Source: an optimization exercise on an open RTL-to-GDS flow (aim: a short achievable clock period and few clock cycles). Production flows keep margins and buffers that such runs may drop. Where RTL was checked, it was by simulation tests only, not by an equivalence proof against the original. Power figures rest on the tool's default switching activity, not on a simulated workload.

// theProcessor
module theProcessor(clk,
                    rst,
                    imem_addr,
                    imem_rdata,
                    dmem_addr,
                    dmem_wdata,
                    dmem_we,
                    dmem_rdata);
==> flow/config.mk <==
export PLATFORM = sky130hd
export DESIGN_NAME = theProcessor
export DESIGN_NICKNAME = theProcessor
export VERILOG_FILES = /design/flow/design.v
export SDC_FILE = /design/flow/constraint.sdc
export NUM_CORES = 4
export LEC_CHECK = 0
export ABC_CLOCK_PERIOD_IN_PS = 1000
export CAP_MARGIN = 20
export CORE_MARGIN = 2
export CORE_UTILIZATION = 40
export SETUP_SLACK_MARGIN = 5
export SLEW_MARGIN = 20
export TNS_END_PERCENT = 100
==> flow/constraint.sdc <==
create_clock -name core_clock -period 9.0 [get_ports {clk}]
set_input_delay 1.8000 -clock core_clock [delete_from_list [all_inputs] [get_ports {clk}]]
set_output_delay 1.8000 -clock core_clock [all_outputs]
set_load 0.01 [all_outputs]
standard.sh (not shown) runs the stock make flow with config.mk's settings and CLKGATE_MAP_FILE= SYNTH_SCRIPT=/design/flow/synth_recipe.tcl, a recipe that flattens the netlist after the stock synthesis.
==> flow/flow/run.sh <==
#!/bin/bash
set -euo pipefail
bash standard.sh SETUP_SLACK_MARGIN=6 finish > standard_flow.log 2>&1
Change:
--- a/flow/design.v
+++ b/flow/design.v
@@ -204,67 +204,59 @@
    output [31:0] dmem_addr;
    output [31:0] dmem_wdata;
    output dmem_we;
     input [31:0] dmem_rdata;
    reg  [31:0] pc;
    reg         id_valid;
    reg  [31:0] id_ir;
    reg  [31:0] id_pc;
    reg         ex_we;         
    reg         ex_lw;
    reg         ex_sw;
    reg         ex_br;         
+   reg         ex_k1;         
    reg  [4:0]  ex_dst;
    reg  [31:0] ex_a;
    reg  [31:0] ex_b;
    reg  [31:0] ex_imm;
    reg  [31:0] ex_target;
    reg         ex_sub;        
    reg         ex_slt;
    reg         ex_and;
    reg         ex_or;
    reg         ex_add;        
    reg         ex_a_id, ex_a_mem, ex_a_wb;
    reg         ex_b_id, ex_b_mem, ex_b_wb, ex_b_imm;
    reg         ex_s_id, ex_s_mem, ex_s_wb, ex_s_ld;
    reg         mem_we;
    reg         mem_lw;
    reg         mem_sw;
    reg  [4:0]  mem_dst;
    reg  [31:0] mem_res;
    reg  [31:0] mem_wdata;
    reg         wb_we;
    reg  [4:0]  wb_dst;
    reg  [31:0] wb_val;
    reg  [31:0] rf [1:31];
-   reg  [7:0]  fold_v;
-   reg  [31:5] fold_key [0:7];
-   reg  [31:2] fold_tgt [0:7];
-   reg  [31:0] last_pc;       
-   reg         last_seq;      
    wire [29:0] pc_w4;
    assign pc_w4 = pc[31:2] + 30'd1;
    wire [31:0] pc4 = {pc_w4, 2'b00};
    wire [5:0]  f_op = imem_rdata[31:26];
    wire        f_uncond = ~f_op[5] & f_op[2] &
                           (imem_rdata[25:21] == imem_rdata[20:16]) &
                           (|imem_rdata[15:0]);
    wire [29:0] f_tw;
    ks_add #(30) f_add (.a(pc[31:2]), .b({{14{imem_rdata[15]}}, imem_rdata[15:0]}),
                        .cin(1'b1), .s(f_tw));
    wire [31:0] f_target = {f_tw, 2'b00};
-   wire [2:0]  fi = pc[4:2];
-   wire        fold_hit = fold_v[fi] & (fold_key[fi] == pc[31:5]);
-   wire [31:0] fold_target = {fold_tgt[fi], 2'b00};
-   wire [2:0]  wi = last_pc[4:2];
    wire [5:0]  op  = id_ir[31:26];
    wire [4:0]  rs  = id_ir[25:21];
    wire [4:0]  rt  = id_ir[20:16];
    wire [4:0]  rd  = id_ir[15:11];
    wire [5:0]  fn  = id_ir[5:0];
    wire [31:0] sext = {{16{id_ir[15]}}, id_ir[15:0]};
    wire is_r   = ~op[5] & ~op[2];
    wire is_beq = ~op[5] &  op[2];
    wire is_lw  =  op[5] & ~op[3];
    wire is_sw  =  op[5] &  op[3];
    wire is_mem = op[5];
    wire imm_nz    = |id_ir[15:0];
@@ -308,86 +300,72 @@
    wire eq_mw = (mem_res == wb_val);
    wire eq_wi = (wb_val == ex_b);
    wire ex_eq = (ex_a_id  & ex_b_id  & eq_ii) |
                 (ex_a_id  & ex_b_mem & eq_im) |
                 (ex_a_id  & ex_b_wb  & eq_iw) |
                 (ex_a_mem & ex_b_id  & eq_mi) |
                 (ex_a_mem & ex_b_mem) |
                 (ex_a_mem & ex_b_wb  & eq_mw) |
                 (ex_a_wb  & ex_b_id  & eq_wi) |
                 (ex_a_wb  & ex_b_mem & eq_mw) |
                 (ex_a_wb  & ex_b_wb);
    wire ex_taken    = ex_br & ex_eq;
-   wire ex_redirect = ex_taken;
+   wire ex_redirect = ex_taken & ~(ex_k1 & id_valid);
    wire id_live  = id_valid & ~ex_taken;
    wire load_use = id_live & ex_lw & (rs_ex | (use_rt & rt_ex));
    wire id_go    = id_live & ~load_use;      
    assign imem_addr  = pc;
    assign dmem_addr  = mem_res;
    assign dmem_wdata = mem_wdata;
    assign dmem_we    = mem_sw;
    always @(posedge clk or posedge rst) begin
       if (rst) begin
          pc       <= 32'd0;
          id_valid <= 1'b0;
-         fold_v   <= 8'd0;
-         last_seq <= 1'b0;
          ex_we    <= 1'b0;
          ex_lw    <= 1'b0;
          ex_sw    <= 1'b0;
          ex_br    <= 1'b0;
          mem_we   <= 1'b0;
          mem_lw   <= 1'b0;
          mem_sw   <= 1'b0;
          wb_we    <= 1'b0;
       end else begin
          if (ex_redirect) begin
             pc       <= ex_target;
             id_valid <= 1'b0;
-            last_seq <= 1'b0;
          end else if (load_use) begin
          end else if (f_uncond) begin
             pc       <= f_target;
             id_valid <= 1'b0;
-            last_seq <= 1'b0;
-         end else if (fold_hit) begin
-            pc       <= fold_target;
-            id_valid <= 1'b1;
-            last_seq <= 1'b0;
          end else begin
             pc       <= pc4;
             id_valid <= 1'b1;
-            last_seq <= 1'b1;
          end
-         if (f_uncond & last_seq) fold_v[wi] <= 1'b1;
          ex_we <= id_go & we;
          ex_lw <= id_go & is_lw;
          ex_sw <= id_go & is_sw;
          ex_br <= id_go & br_cond & imm_nz;
          mem_we <= ex_we;
          mem_lw <= ex_lw;
          mem_sw <= ex_sw;
          wb_we  <= mem_we;
       end
    end
    always @(posedge clk) begin
       if (~load_use) begin
          id_ir <= imem_rdata;
          id_pc <= pc;
-         last_pc <= pc;
-      end
-      if (f_uncond & last_seq) begin
-         fold_key[wi] <= last_pc[31:5];
-         fold_tgt[wi] <= f_target[31:2];
       end
+      ex_k1     <= id_ir[15:0] == 16'd1;
       ex_dst    <= dst;
       ex_a      <= rs_val;
       ex_b      <= rt_val;
       ex_imm    <= sext;
       ex_target <= id_target;
       ex_sub    <= is_r & (fn[1] | fn[3]);
       ex_slt    <= is_r & fn[3];
       ex_and    <= is_r & ~fn[3] & fn[2] & ~fn[0];
       ex_or     <= is_r & ~fn[3] & fn[2] & fn[0];
       ex_add    <= is_mem | (is_r & ~fn[3] & ~fn[2]);
       ex_a_mem  <= rs_ex;
       ex_a_wb   <= ~rs_ex & rs_mem;
Effect: The changed run finished clean; first-iteration DRC count went down by 33%; count of clock-buffer cells in the layout went down by 46; worst setup slack improved by 0.24 ns; power went down by 29%; via count went down by 20%; final area went down by 24%; sequential share of layout area went down by 1.7 points; clock power went down by 25%; synthesized cell count went down by 16%; flip-flop and latch count went down by 464.
No run of this note included a check of the RTL's function; only the layout flow was run.

---

Setup of old:
Another version of the RTL of theProcessor (not shown whole).
Size in the first run: about 5000 cells after synthesis, ~1700 flip-flops, ~160 I/O pins, about 0.078 mm² of cells after synthesis.
export LEC_CHECK = 0
export ABC_CLOCK_PERIOD_IN_PS = 1000
export CAP_MARGIN = 20
export CORE_MARGIN = 2
export CORE_UTILIZATION = 40
export SETUP_SLACK_MARGIN = 5
export SLEW_MARGIN = 20
export TNS_END_PERCENT = 100
create_clock -name core_clock -period 9.0 [get_ports {clk}]
==> flow/flow/run.sh <==
#!/bin/bash
set -euo pipefail
bash standard.sh SETUP_SLACK_MARGIN=5.7 finish > standard_flow.log 2>&1
Testbench counts of old, summed over its fixed seeds: cycles 13,401.
Edits applied to the flow inputs when going from old to new:
--- a/flow/design.v
+++ b/flow/design.v
@@ -209,23 +209,25 @@
    reg  [31:0] pc_o;          
    reg         id_valid;
    reg  [31:0] id_ir;
    reg  [31:0] id_pc;
    reg         ex_we;         
    reg         ex_lw;
    reg         ex_sw;
    reg         ex_br;         
+   reg         ex_br_ii, ex_br_mi, ex_br_im, ex_br_mm;
    reg  [4:0]  ex_dst;
    reg  [31:0] ex_a;          
    reg  [31:0] ex_b;          
    reg  [31:0] ex_bx;         
    reg  [31:0] ex_sd;         
    reg  [31:0] ex_target;
    reg         ex_sub;        
+   reg         ex_subonly;    
    reg         ex_slt;
    reg         ex_and;
    reg         ex_or;
    reg         ex_add;        
    reg         ex_fa;         
    reg         ex_fb;         
    reg         ex_fs;         
    reg         ex_fs_ld;      
@@ -304,27 +306,33 @@
                      {31'd0, ex_slt & lt};
    wire eq_ii = (ex_a == ex_b);
    wire eq_mi = (mem_res == ex_b);
    wire eq_im = (ex_a == mem_res);
    wire ex_eq = (~ex_fa & ~ex_fb & eq_ii) |
                 ( ex_fa & ~ex_fb & eq_mi) |
                 (~ex_fa &  ex_fb & eq_im) |
                 ( ex_fa &  ex_fb);
-   wire ex_redirect = ex_br & ex_eq;
+   wire ex_redirect = (ex_br_ii & eq_ii) | (ex_br_mi & eq_mi) |
+                      (ex_br_im & eq_im) | ex_br_mm;
+   wire id_early = is_beq & imm_nz & ex_subonly &
+                   (((rt == 5'd0) & rs_ex) | ((rs == 5'd0) & rt_ex));
    wire id_live  = id_valid & ~ex_redirect;
    wire load_use = id_live & ex_lw & (rs_ex | (use_rt & rt_ex));
+   wire id_redirect = id_live & id_early & ex_eq;
    wire id_go    = id_live & ~load_use;      
    wire s_ex   = ex_redirect;
    wire s_hold = ~ex_redirect & load_use;
-   wire s_f    = ~ex_redirect & ~load_use & f_uncond;
-   wire s_fold = ~ex_redirect & ~load_use & ~f_uncond & fold_hit;
-   wire s_seq  = ~ex_redirect & ~load_use & ~f_uncond & ~fold_hit;
+   wire s_id   = ~ex_redirect & ~load_use & id_redirect;
+   wire s_f    = ~ex_redirect & ~load_use & ~id_redirect & f_uncond;
+   wire s_fold = ~ex_redirect & ~load_use & ~id_redirect & ~f_uncond & fold_hit;
+   wire s_seq  = ~ex_redirect & ~load_use & ~id_redirect & ~f_uncond & ~fold_hit;
    wire [31:0] pc_o_next = ({32{s_ex}}   & ex_target) |
                            ({32{s_hold}} & pc_o) |
+                           ({32{s_id}}   & id_target) |
                            ({32{s_fold}} & fold_target) |
                            ({32{s_seq}}  & pc4) |
                            ({32{s_f}}    & f_target);
    assign imem_addr  = pc_o;
    assign dmem_addr  = mem_res;
    assign dmem_wdata = mem_wdata;
    assign dmem_we    = mem_sw;
    always @(posedge clk or posedge rst) begin
@@ -334,26 +342,34 @@
          id_valid <= 1'b0;
          fold_v   <= 4'd0;
          last_seq <= 1'b0;
          fw_go    <= 1'b0;
          ex_we    <= 1'b0;
          ex_lw    <= 1'b0;
          ex_sw    <= 1'b0;
          ex_br    <= 1'b0;
+         ex_br_ii <= 1'b0;
+         ex_br_mi <= 1'b0;
+         ex_br_im <= 1'b0;
+         ex_br_mm <= 1'b0;
          mem_we   <= 1'b0;
          mem_lw   <= 1'b0;
          mem_sw   <= 1'b0;
          wb_we    <= 1'b0;
       end else begin
          if (ex_redirect) begin
             pc       <= ex_target;
             id_valid <= 1'b0;
             last_seq <= 1'b0;
          end else if (load_use) begin
+         end else if (id_redirect) begin
+            pc       <= id_target;
+            id_valid <= 1'b0;
+            last_seq <= 1'b0;
          end else if (f_uncond) begin
             pc       <= f_target;
             id_valid <= 1'b0;
             last_seq <= 1'b0;
          end else if (fold_hit) begin
             pc       <= fold_target;
             id_valid <= 1'b1;
             last_seq <= 1'b0;
@@ -363,17 +379,21 @@
             last_seq <= 1'b1;
          end
          pc_o  <= pc_o_next;
          fw_go <= s_f & last_seq;
          if (fw_go) fold_v[fw_at[3:2]] <= 1'b1;
          ex_we <= id_go & we;
          ex_lw <= id_go & is_lw;
          ex_sw <= id_go & is_sw;
-         ex_br <= id_go & br_cond & imm_nz;
+         ex_br <= id_go & br_cond & imm_nz & ~id_early;
+         ex_br_ii <= id_go & br_cond & imm_nz & ~id_early & ~rs_ex & ~rt_ex;
+         ex_br_mi <= id_go & br_cond & imm_nz & ~id_early &  rs_ex & ~rt_ex;
+         ex_br_im <= id_go & br_cond & imm_nz & ~id_early & ~rs_ex &  rt_ex;
+         ex_br_mm <= id_go & br_cond & imm_nz & ~id_early &  rs_ex &  rt_ex;
          mem_we <= ex_we;
          mem_lw <= ex_lw;
          mem_sw <= ex_sw;
          wb_we  <= mem_we;
       end
    end
    always @(posedge clk) begin
       if (~load_use) begin
@@ -387,16 +407,17 @@
       end
       ex_dst    <= dst;
       ex_a      <= rs_val;
       ex_b      <= b_val;
       ex_bx     <= b_val ^ {32{sub}};
       ex_sd     <= rt_val;
       ex_target <= id_target;
       ex_sub    <= sub;
+      ex_subonly <= is_r & ~fn[3] & ~fn[2] & fn[1];
       ex_slt    <= is_r & fn[3];
       ex_and    <= is_r & ~fn[3] & fn[2] & ~fn[0];
       ex_or     <= is_r & ~fn[3] & fn[2] & fn[0];
       ex_add    <= is_mem | (is_r & ~fn[3] & ~fn[2]);
       ex_fa     <= rs_ex;
       ex_fb     <= rt_ex & ~is_mem;
       ex_fs     <= rt_ex & ~ex_lw;
       ex_fs_ld  <= rt_ex & ex_lw;
Notes after the runs:
Measured against each other, new and old differ in insertion delay of the later-clocked pin in the worst-skew pair, the higher figure coming from new. Between new and old, aggregate routed wire length is higher for new, old comes in under that. NOTE design area old->new increased slightly. | post-place setup slack | new vs old | better |. new has clock tree buffer count of the final layout below what old had. Against old, worst-case setup margin in the final layout in new came out better. Diff new..old | flip-flop and latch count | negligible. Uppermost signal routing layer after detailed routing: met5 -> new, met4 -> old. Looking at new and old, the adder-cell share of the synthesized area is a wash. Summary of the comparison: fmax is higher in new, relative to old. Cell count: new higher than old. new against old: fraction of area in multi-input gates moved up, register fraction of the total cell area decreased 0.20 points, die extent in x climbed 0.44%.
Testbench counts of new, summed over its fixed seeds: cycles 13,203.

---

Another version of the RTL of theProcessor (not shown whole).
Size: about 1700 flip-flops.
==> flow/config.mk <==
export PLATFORM = sky130hd
export DESIGN_NAME = theProcessor
export DESIGN_NICKNAME = theProcessor
export VERILOG_FILES = /design/flow/design.v
export SDC_FILE = /design/flow/constraint.sdc
export NUM_CORES = 4
export LEC_CHECK = 0
export ABC_CLOCK_PERIOD_IN_PS = 1000
export CAP_MARGIN = 20
export CORE_MARGIN = 2
export CORE_UTILIZATION = 40
export SETUP_SLACK_MARGIN = 5
export SLEW_MARGIN = 20
export TNS_END_PERCENT = 100
==> flow/constraint.sdc <==
create_clock -name core_clock -period 9.0 [get_ports {clk}]
set_input_delay 1.8000 -clock core_clock [delete_from_list [all_inputs] [get_ports {clk}]]
set_output_delay 1.8000 -clock core_clock [all_outputs]
set_load 0.01 [all_outputs]
Scripts as last shown in full above: flow/flow/run.sh
Then changed:
--- a/flow/design.v
+++ b/flow/design.v
@@ -303,23 +303,24 @@
                     ({32{~ex_fa_s & ~ex_fa_l}} & ex_a);
    wire [31:0] bo = ({32{ex_fb_s}} & mem_sum) | ({32{ex_fb_l}} & mem_lg) |
                     ({32{~ex_fb_s & ~ex_fb_l}} & ex_b);                       
    wire [31:0] bx = ({32{ex_fb_s}} & (mem_sum ^ {32{ex_sub}})) |
                     ({32{ex_fb_l}} & (mem_lg ^ {32{ex_sub}})) |
                     ({32{~ex_fb_s & ~ex_fb_l}} & ex_bx);                      
    wire [31:0] sdata = ({32{ex_fs_ld}} & dmem_rdata) |
                        ({32{ex_fs_s}} & mem_sum) | ({32{ex_fs_l}} & mem_lg) |
                        ({32{~ex_fs_ld & ~ex_fs_s & ~ex_fs_l}} & ex_sd);
    wire [31:0] sum, carry;
    ks_add #(32) alu_add (.a(a), .b(bx), .cin(ex_sub), .s(sum), .c(carry));
-   wire        lt  = (a[31] ^ bo[31]) ? a[31] : sum[31];
+   wire        c31 = carry[31];
+   wire        lt  = ~((~a[31] & ~bx[31]) | ((a[31] ^ bx[31]) & c31));
    wire [31:0] lg  = ({32{ex_and}} & (a & bo)) |
                      ({32{ex_or}}  & (a | bo)) |
                      {31'd0, ex_slt & lt};
    wire fa_id = ~ex_fa_s & ~ex_fa_l;
    wire fb_id = ~ex_fb_s & ~ex_fb_l;
    wire ex_eq = (fa_id & fb_id & (ex_a == ex_b)) |
                 (ex_fa_s & fb_id & (mem_sum == ex_b)) |
                 (ex_fa_l & fb_id & (mem_lg == ex_b)) |
                 (fa_id & ex_fb_s & (ex_a == mem_sum)) |
                 (fa_id & ex_fb_l & (ex_a == mem_lg)) |
                 (ex_fa_s & ex_fb_s) | (ex_fa_l & ex_fb_l);
=> Maximum frequency went down by 3.2%; cell count rises by 0.76%; design area came out higher by about 0.7%; clock-buffer cell count came out higher by 3; clock power stays flat; utilization rises by 0.33 points.
No run of this note included a check of the RTL's function; only the layout flow was run.

==> static timing again, ports no longer ideal <==
No port has a modelled driver above. Below, the same layouts with a new extraction and two added sets of constraints.
Step 1 assumes that a clkbuf_16 drives the clock port and a buf_2 every other input.
Step 2 times the ports against the registers' clock, not the clock port: input delays grow and output delays shrink by t, the midpoint of the rising clock arrivals with the driver on.
a / b / c = no drivers / after step 1 / after step 2; a / b = the first two.
| run | shift t [ns] | setup WS [ns] | worst hold slack (ns) | cell pins on the clock port's net |
|---|---|---|---|---|
| the first run of note 1 | 0.911 | 5.177 / 5.212 / 4.301 | 0.363 / 0.363 / 0.363 | 1 |
| the second run of note 1 | 0.847 | 5.418 / 5.418 / 4.723 | 0.360 / 0.360 / 0.360 | 1 |
| old | 0.899 | 5.283 / 5.312 / 4.413 | 0.327 / 0.327 / 0.327 | 1 |
| new | 0.930 | 5.501 / 5.501 / 4.661 | 0.355 / 0.355 / 0.355 | 1 |
| the first run of note 3 | 0.908 | 5.174 / 5.174 / 4.560 | 0.376 / 0.376 / 0.376 | 1 |
| the second run of note 3 | 0.908 | 5.049 / 5.084 / 4.175 | 0.362 / 0.362 / 0.362 | 1 |
After both steps setup and hold are still met in every run listed. The setup slack of the first run of note 1, which loses most, moves by +0.035 ns with the drivers and by -0.876 ns with both steps.
